This is an optimization exercise on Yosys and OpenROAD, whose aim is a short achievable clock period and few clock cycles, not a production implementation.

==> flow/design.v <==
package definesPkg;
   parameter BTB_BITS = 5;
endpackage
module add16
(
   input  [15:0] a,
   input  [15:0] b,
   input         cin,
   output [15:0] s
);
   wire [15:0] g0 = a & b;
   wire [15:0] p0 = a ^ b;
   logic [15:0] g [0:4];
   logic [15:0] p [0:4];
   always_comb begin
      g[0] = g0;
      p[0] = p0;
      g[0][0] = g0[0] | (p0[0] & cin);
      p[0][0] = 1'b0;
      for (int k = 0; k < 4; k++) begin
         g[k+1] = g[k];
         p[k+1] = p[k];
         for (int i = (1 << k); i < 16; i++) begin
            g[k+1][i] = g[k][i] | (p[k][i] & g[k][i-(1<<k)]);
            p[k+1][i] = p[k][i] & p[k][i-(1<<k)];
         end
      end
   end
   assign s = p0 ^ {g[4][14:0], cin};
endmodule
import definesPkg::*;
module cpu
(
   input clk,
   input reset,
   output [15:0] o_pc_addr,
   output o_pc_rd,
   input [15:0] i_pc_rddata,
   output [15:0] o_ldst_addr,
   output o_ldst_rd,
   output o_ldst_wr,
   input [15:0] i_ldst_rddata,
   output [15:0] o_ldst_wrdata,
   output [127:0] o_tb_regs
);
   localparam NB = 1 << BTB_BITS;
   localparam TW = 15 - BTB_BITS;    
   localparam PT = 4;                
   logic [15:0] pc;
   logic [15:0] pcb;              
   logic [15:0] pco;              
   logic [15:0] rf [0:7];
   logic        N, Z;
   logic        d_valid;
   logic [15:0] d_pc;
   logic        d_bok;            
   logic [TW-1:0] d_btag;         
   logic        d_fall;           
   logic        d_hold;           
   logic [15:0] d_ir;
   logic        x_valid;
   logic [15:0] x_a, x_b;         
   logic [10:0] x_hi;             
   logic        x_ah, x_al;       
   logic        x_lk;             
   logic        x_bm;             
   logic [15:0] x_imm;            
   logic        x_sub, x_setf, x_wr, x_ld;
   logic [2:0]  x_rd;
   logic        x_br, x_breg, x_call, x_ret;
   logic [1:0]  x_cond;           
   logic [15:0] x_jreg, x_pc, x_pc2, x_pred;
   logic        x_eqf;            
   logic        x_ptok;           
   logic        x_z0, x_o1;       
   logic [15:0] m_addr, m_wdata;
   logic        m_rd, m_wr;
   logic        w_ld;
   logic [2:0]  w_rd;
   logic [NB-1:0] bt_v, bt_ret, bt_call;
   logic [TW-1:0] bt_tag [0:NB-1];
   logic [15:0]   bt_tgt [0:NB-1];
   logic [15:0]   rar;
   logic          u_we, u_set, u_ret, u_call;
   logic [BTB_BITS-1:0] u_idx;
   logic [TW-1:0] u_tag;
   logic [15:0]   u_tgt;
   assign o_pc_addr = pco;
   assign o_pc_rd = 1'b1;
   assign o_ldst_addr = m_addr;
   assign o_ldst_wrdata = m_wdata;
   assign o_ldst_rd = m_rd;
   assign o_ldst_wr = m_wr;
   logic [127:0] tb_regs;
   assign o_tb_regs = tb_regs;
   wire [15:0] in1 = (x_a & {{8{x_ah}}, {8{x_al}}}) | (x_pc2 & {16{x_lk}});
   wire [15:0] in2 = ((x_b ^ {16{x_sub}}) & {16{x_bm}}) | x_imm;
   wire [15:0] sum;
   add16 alu (.a(in1), .b(in2), .cin(x_sub), .s(sum));
   logic taken;
   always_comb begin
      case (x_cond)
         2'd0: taken = x_br;
         2'd1: taken = x_br & Z;
         2'd2: taken = x_br & N;
         default: taken = 1'b0;
      endcase
   end
   wire [15:0] x_tgt;
   add16 tgt_add (.a(x_pc2), .b({{4{x_hi[10]}}, x_hi, 1'b0}), .cin(1'b0), .s(x_tgt));
   wire [15:0] actual = taken ? (x_breg ? x_jreg : x_tgt) : x_pc2;
   wire        eq_r = (x_jreg == x_pred);
   wire        skip = x_valid & taken & ~x_breg & x_o1 & x_eqf & d_valid & d_fall;
   wire        mp = x_valid & ~skip &
                    (taken ? ~(x_breg ? eq_r : (x_ptok | (x_z0 & x_eqf))) : ~x_eqf);
   wire [BTB_BITS-1:0] ridx = pcb[BTB_BITS:1];
   wire        hit = bt_v[ridx] & (bt_tag[ridx][PT-1:0] == pcb[BTB_BITS+PT:BTB_BITS+1]);
   wire [15:0] pc2;
   add16 pc_inc (.a(pc), .b(16'd2), .cin(1'b0), .s(pc2));
   wire [15:0] pred_next = hit ? (bt_ret[ridx] ? rar : bt_tgt[ridx]) : pc2;
   wire [15:0] instr = d_hold ? d_ir : i_pc_rddata;
   wire [4:0]  op = instr[4:0];
   wire [2:0]  rx = instr[7:5];
   wire [2:0]  ry = instr[10:8];
   wire [15:0] d_pc2;
   add16 dpc_inc (.a(d_pc), .b(16'd2), .cin(1'b0), .s(d_pc2));
   logic use_x, use_y;
   always_comb begin
      case (op)
         5'b00001, 5'b00010, 5'b00011, 5'b00101,
         5'b10001, 5'b10010, 5'b10011, 5'b10110,
         5'b01000, 5'b01001, 5'b01010, 5'b01100: use_x = 1'b1;
         default: use_x = 1'b0;
      endcase
      case (op)
         5'b00000, 5'b00001, 5'b00010, 5'b00011, 5'b00100, 5'b00101: use_y = 1'b1;
         default: use_y = 1'b0;
      endcase
   end
   logic [15:0] va, vb;
   always_comb begin
      if (x_valid & x_wr & (x_rd == rx)) va = sum;
      else if (w_ld & (w_rd == rx)) va = i_ldst_rddata;
      else va = rf[rx];
      if (x_valid & x_wr & (x_rd == ry)) vb = sum;
      else if (w_ld & (w_rd == ry)) vb = i_ldst_rddata;
      else vb = rf[ry];
   end
   wire stall = d_valid & x_valid & x_ld & ~skip &
                ((use_x & (x_rd == rx)) | (use_y & (x_rd == ry)));
   wire go = d_valid & ~stall & ~mp & ~skip;
   wire [15:0] s8 = {{8{instr[15]}}, instr[15:8]};
   logic n_ah, n_al, n_lk, n_bm;
   logic [15:0] n_imm;
   logic n_sub, n_setf, n_wr, n_ld, n_st, n_br, n_breg, n_call, n_ret;
   logic [1:0] n_cond;
   logic [2:0] n_rd;
   always_comb begin
      n_ah = 1'b0; n_al = 1'b0; n_lk = 1'b0; n_bm = 1'b0; n_imm = 16'd0;
      n_sub = 1'b0; n_setf = 1'b0; n_wr = 1'b0; n_ld = 1'b0; n_st = 1'b0;
      n_br = 1'b0; n_breg = 1'b0; n_call = 1'b0; n_ret = 1'b0; n_cond = 2'd3;
      n_rd = rx;
      case (op)
         5'b00000: begin n_bm = 1'b1; n_wr = 1'b1; end                                  
         5'b00001: begin n_ah = 1'b1; n_al = 1'b1; n_bm = 1'b1; n_wr = 1'b1; n_setf = 1'b1; end  
         5'b00010: begin n_ah = 1'b1; n_al = 1'b1; n_bm = 1'b1; n_wr = 1'b1; n_setf = 1'b1; n_sub = 1'b1; end  
         5'b00011: begin n_ah = 1'b1; n_al = 1'b1; n_bm = 1'b1; n_setf = 1'b1; n_sub = 1'b1; end  
         5'b00100: begin n_ld = 1'b1; end                                              
         5'b00101: begin n_st = 1'b1; end                                              
         5'b10000: begin n_imm = s8; n_wr = 1'b1; end                                  
         5'b10001: begin n_ah = 1'b1; n_al = 1'b1; n_imm = s8; n_wr = 1'b1; n_setf = 1'b1; end  
         5'b10010: begin n_ah = 1'b1; n_al = 1'b1; n_imm = ~s8; n_wr = 1'b1; n_setf = 1'b1; n_sub = 1'b1; end  
         5'b10011: begin n_ah = 1'b1; n_al = 1'b1; n_imm = ~s8; n_setf = 1'b1; n_sub = 1'b1; end  
         5'b10110: begin n_al = 1'b1; n_imm = {instr[15:8], 8'd0}; n_wr = 1'b1; end    
         5'b01000: begin n_br = 1'b1; n_breg = 1'b1; n_cond = 2'd0; n_ret = (rx == 3'd7); end  
         5'b01001: begin n_br = 1'b1; n_breg = 1'b1; n_cond = 2'd1; n_ret = (rx == 3'd7); end  
         5'b01010: begin n_br = 1'b1; n_breg = 1'b1; n_cond = 2'd2; n_ret = (rx == 3'd7); end  
         5'b01100: begin n_br = 1'b1; n_breg = 1'b1; n_cond = 2'd0; n_call = 1'b1;             
                         n_lk = 1'b1; n_wr = 1'b1; n_rd = 3'd7; end
         5'b11000: begin n_br = 1'b1; n_cond = 2'd0; end                               
         5'b11001: begin n_br = 1'b1; n_cond = 2'd1; end                               
         5'b11010: begin n_br = 1'b1; n_cond = 2'd2; end                               
         5'b11100: begin n_br = 1'b1; n_cond = 2'd0; n_call = 1'b1;                     
                         n_lk = 1'b1; n_wr = 1'b1; n_rd = 3'd7; end
         default: ;
      endcase
   end
   always_ff @(posedge clk or posedge reset) begin
      if (reset) begin
         d_valid <= 1'b0;
         d_hold <= 1'b0;
         x_valid <= 1'b0;
         m_wr <= 1'b0;
         w_ld <= 1'b0;
         N <= 1'b0;
         Z <= 1'b0;
         bt_v <= '0;
         u_we <= 1'b0;
         rar <= 16'd0;
      end else begin
         if (mp & x_call) rar <= x_pc2;
         else if (!mp & hit & bt_call[ridx]) rar <= pc2;
         if (mp | skip) begin
            d_valid <= ~mp;
            d_hold <= 1'b0;
         end else if (stall) begin
            d_hold <= 1'b1;
         end else begin
            d_valid <= 1'b1;
            d_hold <= 1'b0;
         end
         x_valid <= go;
         m_wr <= go & n_st;
         w_ld <= x_valid & x_ld;
         if (x_valid & x_setf) begin
            N <= sum[15];
            Z <= (sum == 16'd0);
         end
         u_we <= mp | skip;
         if (u_we) bt_v[u_idx] <= u_set;
      end
   end
   wire [15:0] pc_next = mp ? actual : (stall ? pc : pred_next);
   always_ff @(posedge clk) begin
      if (reset) begin
         pc <= 16'd0;
         m_rd <= 1'b0;
      end else begin
         pc <= pc_next;
         m_rd <= go & n_ld;
      end
   end
   always_ff @(posedge clk or posedge reset)
      if (reset) begin
         pcb <= 16'hFFFE;
         pco <= 16'd0;
      end else begin
         pcb <= pc_next;
         pco <= pc_next;
      end
   always_ff @(posedge clk) begin
      if (stall) d_ir <= instr;
      if (!mp & !stall) begin
         d_pc <= pc;
         d_bok <= hit & ~bt_ret[ridx];
         d_btag <= bt_tag[ridx];
         d_fall <= ~hit;
      end
      x_ptok <= d_bok & (d_btag == d_pc[15:BTB_BITS+1]);
      x_z0 <= (instr[15:5] == 11'd0);
      x_o1 <= (instr[15:5] == 11'd1);
      x_a <= va;
      x_b <= vb;
      x_hi <= instr[15:5];
      x_ah <= n_ah;
      x_al <= n_al;
      x_lk <= n_lk;
      x_bm <= n_bm;
      x_imm <= n_imm;
      x_sub <= n_sub;
      x_setf <= n_setf;
      x_wr <= n_wr;
      x_ld <= n_ld;
      x_rd <= n_rd;
      x_br <= n_br;
      x_breg <= n_breg;
      x_call <= n_call;
      x_ret <= n_ret;
      x_cond <= n_cond;
      x_jreg <= va;
      x_pc <= d_pc;
      x_pc2 <= d_pc2;
      x_pred <= pc;
      m_addr <= vb;
      m_wdata <= va;
      w_rd <= x_rd;
      x_eqf <= (d_pc2 == pc);
      u_set <= taken;
      u_idx <= x_pc[BTB_BITS:1];
      u_tag <= x_pc[15:BTB_BITS+1];
      u_tgt <= actual;
      u_ret <= x_ret;
      u_call <= x_call;
      if (u_we & u_set) begin
         bt_tag[u_idx] <= u_tag;
         bt_tgt[u_idx] <= u_tgt;
         bt_ret[u_idx] <= u_ret;
         bt_call[u_idx] <= u_call;
      end
   end
   always_ff @(posedge clk)
      tb_regs <= {rf[7], rf[6], rf[5], rf[4], rf[3], rf[2], rf[1], rf[0]};
   always_ff @(posedge clk) begin
      if (reset) begin
         rf[0] <= 16'hCAFE; rf[1] <= 16'hBADD; rf[2] <= 16'hCAFE; rf[3] <= 16'hBADD;
         rf[4] <= 16'hCAFE; rf[5] <= 16'hBADD; rf[6] <= 16'hCAFE; rf[7] <= 16'hBADD;
      end else begin
         if (w_ld) rf[w_rd] <= i_ldst_rddata;
         if (x_valid & x_wr) rf[x_rd] <= sum;
      end
   end
endmodule
Settings: LEC_CHECK=0, ABC_CLOCK_PERIOD_IN_PS=1000, CAP_MARGIN=20, CORE_MARGIN=2, CORE_UTILIZATION=40, SETUP_SLACK_MARGIN=5, SLEW_MARGIN=20; clock period 10.0 ns.
standard.sh (not shown) runs the stock make flow with config.mk's settings and CLKGATE_MAP_FILE= SYNTH_SCRIPT=/design/flow/synth_recipe.tcl, a recipe that flattens the netlist after the stock synthesis.
==> flow/flow/run.sh <==
#!/bin/bash
# Standard ORFS layout, with repair_timing aiming for a larger setup margin.
set -euo pipefail
bash standard.sh SETUP_SLACK_MARGIN=7.0 finish > standard_flow.log 2>&1
Next try:
--- a/flow/design.v
+++ b/flow/design.v
@@ -47,7 +47,7 @@
    localparam TW = 15 - BTB_BITS;    
    localparam PT = 4;                
    logic [15:0] pc;
-   logic [15:0] pcb;              
+   logic [NB-1:0] oh;             
    logic [15:0] pco;              
    logic [15:0] rf [0:7];
    logic        N, Z;
@@ -113,11 +113,29 @@
    wire        skip = x_valid & taken & ~x_breg & x_o1 & x_eqf & d_valid & d_fall;
    wire        mp = x_valid & ~skip &
                     (taken ? ~(x_breg ? eq_r : (x_ptok | (x_z0 & x_eqf))) : ~x_eqf);
-   wire [BTB_BITS-1:0] ridx = pcb[BTB_BITS:1];
-   wire        hit = bt_v[ridx] & (bt_tag[ridx][PT-1:0] == pcb[BTB_BITS+PT:BTB_BITS+1]);
+   logic [15:0]   s_tgt;
+   logic [TW-1:0] s_tag;
+   logic          s_v, s_ret, s_call;
+   always_comb begin
+      s_tgt = '0; s_tag = '0; s_v = 1'b0; s_ret = 1'b0; s_call = 1'b0;
+      for (int i = 0; i < NB; i++) begin
+         s_tgt = s_tgt | (bt_tgt[i] & {16{oh[i]}});
+         s_tag = s_tag | (bt_tag[i] & {TW{oh[i]}});
+         s_v = s_v | (bt_v[i] & oh[i]);
+         s_ret = s_ret | (bt_ret[i] & oh[i]);
+         s_call = s_call | (bt_call[i] & oh[i]);
+      end
+   end
+   wire        hit = s_v & (s_tag[PT-1:0] == pc[BTB_BITS+PT:BTB_BITS+1]);
    wire [15:0] pc2;
    add16 pc_inc (.a(pc), .b(16'd2), .cin(1'b0), .s(pc2));
-   wire [15:0] pred_next = hit ? (bt_ret[ridx] ? rar : bt_tgt[ridx]) : pc2;
+   wire [15:0] pred_next = hit ? (s_ret ? rar : s_tgt) : pc2;
+   function automatic [NB-1:0] onehot(input [BTB_BITS-1:0] i);
+      onehot = '0;
+      onehot[i] = 1'b1;
+   endfunction
+   wire [NB-1:0] oh_pred = hit ? (s_ret ? onehot(rar[BTB_BITS:1]) : onehot(s_tgt[BTB_BITS:1]))
+                               : {oh[NB-2:0], oh[NB-1]};
    wire [15:0] instr = d_hold ? d_ir : i_pc_rddata;
    wire [4:0]  op = instr[4:0];
    wire [2:0]  rx = instr[7:5];
@@ -199,7 +217,7 @@
          rar <= 16'd0;
       end else begin
          if (mp & x_call) rar <= x_pc2;
-         else if (!mp & hit & bt_call[ridx]) rar <= pc2;
+         else if (!mp & hit & s_call) rar <= pc2;
          if (mp | skip) begin
             d_valid <= ~mp;
             d_hold <= 1'b0;
@@ -231,19 +249,19 @@
       end
    end
    always_ff @(posedge clk or posedge reset)
-      if (reset) begin
-         pcb <= 16'hFFFE;
-         pco <= 16'd0;
-      end else begin
-         pcb <= pc_next;
-         pco <= pc_next;
-      end
+      if (reset) pco <= 16'd0;
+      else pco <= pc_next;
+   always_ff @(posedge clk) begin
+      if (reset) oh <= onehot('0);
+      else if (mp) oh <= onehot(actual[BTB_BITS:1]);
+      else if (!stall) oh <= oh_pred;
+   end
    always_ff @(posedge clk) begin
       if (stall) d_ir <= instr;
       if (!mp & !stall) begin
          d_pc <= pc;
-         d_bok <= hit & ~bt_ret[ridx];
-         d_btag <= bt_tag[ridx];
+         d_bok <= hit & ~s_ret;
+         d_btag <= s_tag;
          d_fall <= ~hit;
       end
       x_ptok <= d_bok & (d_btag == d_pc[15:BTB_BITS+1]);
Via count climbs by about 19%.
Sequential cell count goes up by 23.
Critical path depth decreases by 10.
Global-route usage went up by 6.0 points.
Synthesized area is lower by 1.1%.
Worst setup slack improves by 140 ps.
Function was not checked in any run of this note: the RTL went through the layout flow alone.

## static timing again, ports no longer ideal
The flow's constraints put no driver on any port. The routed layouts listed below were extracted and timed again, unchanged, in two steps. Step 1 assumes that a clkbuf_16 drives the clock port and a buf_2 every other input. Step 2 times the ports against the registers' clock, not the clock port: input delays grow and output delays shrink by t, the midpoint of the rising clock arrivals with the driver on. Three values: ideal, step 1, step 2; two values: the first two.
| run | shift t [ns] | setup WS [ns] | worst register clock-pin slew, ns | pins driven straight from the clock port |
|---|---|---|---|---|
| the first run | 0.843 | 6.328 / 6.353 / 5.517 | 0.07 / 0.07 | 1 |
| the second run | 0.875 | 6.469 / 6.384 / 5.663 | 0.07 / 0.07 | 1 |
After both steps every run listed still meets setup and hold. For the first run, which loses most, drivers alone change the setup slack by +0.025 ns; drivers and shift together by -0.811 ns.
